Source: an optimization exercise on an open RTL-to-GDS flow (aim: small area, a short achievable clock period and few clock cycles). Production flows keep margins and buffers that such runs may drop. The RTL was checked by simulation tests, not by an equivalence proof against the original design. The clock port is modelled as an ideal driver, which makes a skipped or thinned clock tree look cheaper than it is; a real chip needs a root buffer or a tree. Power and IR drop assume default switching activity.

// simd_histogram
module simd_histogram (
	input             clk,
	input             rst_n,
	input             img_ready,
	output     [11:0] img_addr,
	input      [31:0] img_data,
	output            hist_we,
	output      [2:0] hist_addr,
	output     [15:0] hist_data,
	output reg        hist_transmit
);
localparam [2:0] U0 = 3'd6;
reg        busy;       
reg [11:0] addr;
reg        v1;         
reg        v2;         
reg        v3;         
reg        ow;         
reg  [2:0] u;          
reg [11:0] px;         
reg  [1:0] eq;         
wire a0    = (addr[10:0] == 11'd0);    
wire rd    = busy & ~(a0 & ~addr[11]);
wire go    = rst_n & ((~busy & ~ow & img_ready) | rd);
wire start = v3 & ~v2;
wire [1:0] ne = {2{v2}} & ~eq;    
wire [2:0] nu = 3'd2 - u;    
wire       fb = addr[11] ^ addr[5] ^ addr[3] ^ addr[0] ^ a0;
always @(posedge clk) begin
	px   <= {img_data[31:29] + nu, img_data[23:21] + nu, img_data[15:13] + nu, img_data[7:5] + nu};
	eq[0] <= v1 & (img_data[15:13] == img_data[7:5]);
	eq[1] <= v1 & (img_data[31:29] == img_data[23:21]);
	addr <= go ? {addr[10:0], fb} : 12'd0;
	if (~rst_n) begin
		busy <= 1'b0;
		v1   <= 1'b0;
		v2   <= 1'b0;
		v3   <= 1'b0;
		ow   <= 1'b1;
		u    <= U0;
		hist_transmit <= 1'b0;
	end else begin
		busy <= (busy & ~hist_transmit) | go;
		v1   <= go;
		v2   <= v1;
  ...
Size: roughly 470 cells after synthesis.
export LEC_CHECK = 0
export CAP_MARGIN = 20
export CORE_MARGIN = 2
export CORE_UTILIZATION = 40
export PLACE_DENSITY = 0.6
export SETUP_SLACK_MARGIN = 3.85
export SLEW_MARGIN = 20
create_clock -name core_clock -period 6.0 [get_ports {clk}]
standard.sh (not shown) runs the stock make flow with config.mk's settings and CLKGATE_MAP_FILE= SYNTH_SCRIPT=/design/flow/synth_recipe.tcl, a recipe that flattens the netlist after the stock synthesis.
==> flow/flow/run.sh <==
#!/bin/bash
# The standard layout (standard.sh), except that the clock tree is built
# by flow/cts_hook.tcl, run by ORFS's CTS step as its PRE_CTS_TCL hook,
# instead of by TritonCTS, and the port buffers are inserted as buf_1 cells
# (buffer_ports otherwise picks a delay cell, clkdlybuf4s50_1, larger and
# slower; the timing repair resizes any that need more drive). make's full output goes to flow_make.log; each
# ORFS step keeps its own log under orfs/logs/.
set -euo pipefail
export PRE_CTS_TCL="$(pwd)/flow/cts_hook.tcl"
export BUFFER_PORTS_ARGS="-buffer_cell sky130_fd_sc_hd__buf_1"
export RECOVER_POWER=100
bash standard.sh finish > flow_make.log 2>&1
Other scripts of this flow, unchanged in this note and not shown: flow/flow/cts_hook.tcl
Testbench counts at the start, summed over its fixed seeds: cycles 131,464.
==> next run, changes <==
--- a/flow/flow/run.sh
+++ b/flow/flow/run.sh
@@ -9,4 +9,3 @@
 export PRE_CTS_TCL="$(pwd)/flow/cts_hook.tcl"
 export BUFFER_PORTS_ARGS="-buffer_cell sky130_fd_sc_hd__buf_1"
-export RECOVER_POWER=100
 bash standard.sh finish > flow_make.log 2>&1
- CORE_UTILIZATION: 40 -> 25
- PLACE_DENSITY: 0.6 -> 0.5
Effect:
- worst setup slack improves by 0.073 ns
- core utilization is lower by 16 points
- wire length grows by 12%
- die area increases by 58%
- cell count rose by 14%
- via count rose by 2.0%
- global-route usage drops by 3.6 points
- power is higher by 0.91%
- design area rises by 3.0%
- clock power rises by about 1%
==> next run, changes <==
- CORE_UTILIZATION: 25 -> 40
- PLACE_DENSITY: 0.5 -> 0.6
- SETUP_SLACK_MARGIN: 3.85 -> 3.9
After rerunning: Cell area went up by 0.72%; worst setup slack gains 0.0036 ns; total power went up by 0.84%; core utilization went up by 18 points.
==> next run, changes <==
- GPL_TIMING_DRIVEN: default -> 0
- SETUP_SLACK_MARGIN: 3.9 -> 3.85
Global-route usage is lower by 0.14 points. Via count is lower slightly. Critical path depth is lower by 1. Cell count is lower slightly. Final area is lower by a few percent.
In every run of this note, the design's own scripts or RTL, not TritonCTS, make the clock network.

* * *

The RTL this note starts from:
==> flow/design.v <==
module Histogram #(parameter INC = 0) (
	input        clk,
	input  [3:0] match,     
	input  [1:0] eq,        
	input  [1:0] ne,        
	input        clear,
	input  [4:0] loIn,      
	input        cyIn,
	input        pIn,
	input  [9:0] hiIn,
	output [4:0] lo,        
	output       cy,
	output       p,
	output reg [9:0] hi
);
wire a1 = match[0] & eq[0];
wire a0 = (match[0] | match[1]) & ne[0];
wire b1 = match[2] & eq[1];
wire b0 = (match[2] | match[3]) & ne[1];
wire s0 = loIn[0] ^ a0 ^ b0;
wire k0 = (loIn[0] & a0) | (b0 & (loIn[0] | a0));
wire t1 = loIn[1] ^ a1 ^ b1;
wire k1 = (loIn[1] & a1) | (b1 & (loIn[1] | a1));
wire s2 = t1 ^ k0;
wire c2 = k1 | (t1 & k0);
wire [4:0] loN = {loIn[4] ^ (cyIn & loIn[3] & loIn[2]), loIn[3] ^ (cyIn & loIn[2]), loIn[2] ^ cyIn, s2, s0};
wire       ovf = cyIn & loIn[4] & loIn[3] & loIn[2];
reg cyr;
reg [1:0] xlo;
reg [4:2] lor;
always @(posedge clk) begin
	if (clear) begin
		xlo <= 2'b11;
		lor <= 3'd0;
		cyr <= 1'b0;
	end else begin
		xlo <= loN[1:0] ^ 2'b11;
		lor <= loN[4:2];
		cyr <= c2;
	end
end
assign lo = {lor, xlo ^ 2'b11};
assign cy = cyr;
generate
	if (INC) begin : G_INC
		wire [9:0] ones;
		wire       inc = pIn | ovf;
		genvar i;
		assign ones[0] = 1'b1;
		for (i = 1; i < 10; i = i + 1) begin : ONES
			assign ones[i] = ones[i-1] & hiIn[i-1];
		end
		always @(posedge clk) hi <= hiIn ^ (ones & {10{inc}});
		assign p = 1'b0;
	end else begin : G_MOVE
		reg pr;
		always @(posedge clk) begin
			if (clear) begin
				pr <= 1'b0;
				hi <= 10'd0;
			end else begin
				pr <= pIn | ovf;
				hi <= hiIn;
			end
		end
		assign p = pr;
	end
endgenerate
endmodule
module simd_histogram (
	input             clk,
	input             rst_n,
	input             img_ready,
	output     [11:0] img_addr,
	input      [31:0] img_data,
	output            hist_we,
	output      [2:0] hist_addr,
	output     [15:0] hist_data,
	output reg        hist_transmit
);
localparam [2:0] U0 = 3'd6;
reg        busy;       
reg [11:0] addr;
reg        v1;         
reg        v2;         
reg        v3;         
reg        ow;         
reg  [2:0] u;          
reg [11:0] px;         
reg  [1:0] eq;         
wire a0    = (addr[10:0] == 11'd0);    
wire rd    = busy & ~(a0 & ~addr[11]);
wire go    = rst_n & ((~busy & ~ow & img_ready) | rd);
wire start = v3 & ~v2;
wire [1:0] ne = {2{v2}} & ~eq;    
wire [2:0] nu = 3'd2 - u;    
wire       fb = addr[11] ^ addr[5] ^ addr[3] ^ addr[0] ^ a0;
always @(posedge clk) begin
	px   <= {img_data[31:29] + nu, img_data[23:21] + nu, img_data[15:13] + nu, img_data[7:5] + nu};
	eq[0] <= v1 & (img_data[15:13] == img_data[7:5]);
	eq[1] <= v1 & (img_data[31:29] == img_data[23:21]);
	addr <= go ? {addr[10:0], fb} : 12'd0;
	if (~rst_n) begin
		busy <= 1'b0;
		v1   <= 1'b0;
		v2   <= 1'b0;
		v3   <= 1'b0;
		ow   <= 1'b1;
		u    <= U0;
		hist_transmit <= 1'b0;
	end else begin
		busy <= (busy & ~hist_transmit) | go;
		v1   <= go;
		v2   <= v1;
		v3   <= v2;
		ow   <= start | (ow & (u != U0 + 3'd1));
		u    <= (busy | ow) ? u - 3'd1 : 3'd0;
		hist_transmit <= busy & ow & (u == U0 + 3'd2);
	end
end
assign img_addr  = addr;
assign hist_we   = ow;
assign hist_addr = u;
wire [4:0] lo [0:7];
wire       cy [0:7];
wire       p  [0:7];
wire [9:0] hi [0:7];
genvar s, l;
generate
	for (s = 0; s < 8; s = s + 1) begin : SLOT
		wire [3:0] match;
		for (l = 0; l < 4; l = l + 1) begin : PIX
			assign match[l] = (px[3*l+2:3*l] == s);
		end
		Histogram #(.INC(s == 0)) H (
			.clk(clk), .match(match), .eq(eq), .ne(ne), .clear(s == 1 ? ow : 1'b0),
			.loIn(lo[(s + 7) % 8]), .cyIn(cy[(s + 7) % 8]), .pIn(p[(s + 7) % 8]), .hiIn(hi[(s + 7) % 8]),
			.lo(lo[s]), .cy(cy[s]), .p(p[s]), .hi(hi[s]));
	end
endgenerate
assign hist_data = {1'b0, hi[0], lo[0]};
endmodule
export LEC_CHECK = 0
export CAP_MARGIN = 20
export CORE_MARGIN = 2
export CORE_UTILIZATION = 60
export PLACE_DENSITY = 0.75
export SETUP_SLACK_MARGIN = 3.85
export SLEW_MARGIN = 20
create_clock -name core_clock -period 6.0 [get_ports {clk}]
==> flow/flow/run.sh <==
#!/bin/bash
# The standard layout (standard.sh), except that the clock tree is built
# by flow/cts_hook.tcl, run by ORFS's CTS step as its PRE_CTS_TCL hook,
# instead of by TritonCTS, and the port buffers are inserted as buf_1 cells
# (buffer_ports otherwise picks a delay cell, clkdlybuf4s50_1, larger and
# slower; the timing repair resizes any that need more drive). make's full output goes to flow_make.log; each
# ORFS step keeps its own log under orfs/logs/.
set -euo pipefail
export PRE_CTS_TCL="$(pwd)/flow/cts_hook.tcl"
export BUFFER_PORTS_ARGS="-buffer_cell sky130_fd_sc_hd__buf_1"
bash standard.sh finish > flow_make.log 2>&1
Other scripts of this flow, unchanged in this note and not shown: flow/flow/cts_hook.tcl
Testbench counts at the start, summed over its fixed seeds: cycles 131,464.
Change:
--- a/flow/config.mk
+++ b/flow/config.mk
@@ -10,3 +10,3 @@
-export CORE_UTILIZATION = 60
-export PLACE_DENSITY = 0.75
-export SETUP_SLACK_MARGIN = 3.85
+export CORE_UTILIZATION = 40
+export PLACE_DENSITY = 0.6
+export SETUP_SLACK_MARGIN = 3.95
What happened: The new run completed with no timing, DRC or antenna violations; fmax goes up by 2.6%; hold slack hardly moves; via count goes up by 3.1%; sequential power stays flat; global-route usage goes down by 4.7 points; synthesized cell count is unchanged.
Change:
--- a/flow/config.mk
+++ b/flow/config.mk
@@ -12 +12 @@
-export SETUP_SLACK_MARGIN = 3.95
+export SETUP_SLACK_MARGIN = 3.85
The new run went through all stages and came out clean.
Core utilization goes down by 2.6 points.
Final area shrinks by 5.4%.
Total power shrinks by 1.8%.
Die area stays the same.
Cell count fell by 2.2%.
Flip-flop and latch count stays the same.
Register-to-register slack degrades by 0.09 ns.
Setup slack got worse by 0.035 ns.
No run of this note takes its clock network from TritonCTS; it comes from the design's own scripts or RTL.

separate check: timing with driven ports:
No port has a modelled driver above. Below, the same layouts with a new extraction and two added sets of constraints.
Step 1 assumes that a clkbuf_16 drives the clock port and a buf_2 every other input.
Step 2 also shifts input and output timing later by t, the mid clock arrival at the registers, as if the neighbouring blocks saw the same clock.
a / b / c = no drivers / after step 1 / after step 2; a / b = the first two.
| run | t (ns) | slack for setup (ns) | clock arrival spread, ns |
|---|---|---|---|
| the first run of note 1 | 0.398 | 3.821 / 3.786 / 3.614 | 0.028 / 0.028 |
| the second run of note 1 | 0.408 | 3.894 / 3.848 / 3.668 | 0.034 / 0.033 |
| the third run of note 1 | 0.401 | 3.897 / 3.860 / 3.705 | 0.043 / 0.044 |
| the fourth run of note 1 | 0.388 | 3.883 / 3.847 / 3.686 | 0.028 / 0.028 |
| the first run of note 2 | 0.394 | 3.881 / 3.844 / 3.672 | 0.026 / 0.025 |
| the second run of note 2 | 0.406 | 3.935 / 3.895 / 3.714 | 0.042 / 0.042 |
| the third run of note 2 | 0.396 | 3.899 / 3.865 / 3.660 | 0.028 / 0.027 |
After both steps setup and hold are still met in every run listed. The setup slack of the third run of note 2, which loses most, moves by -0.034 ns with the drivers and by -0.239 ns with both steps.
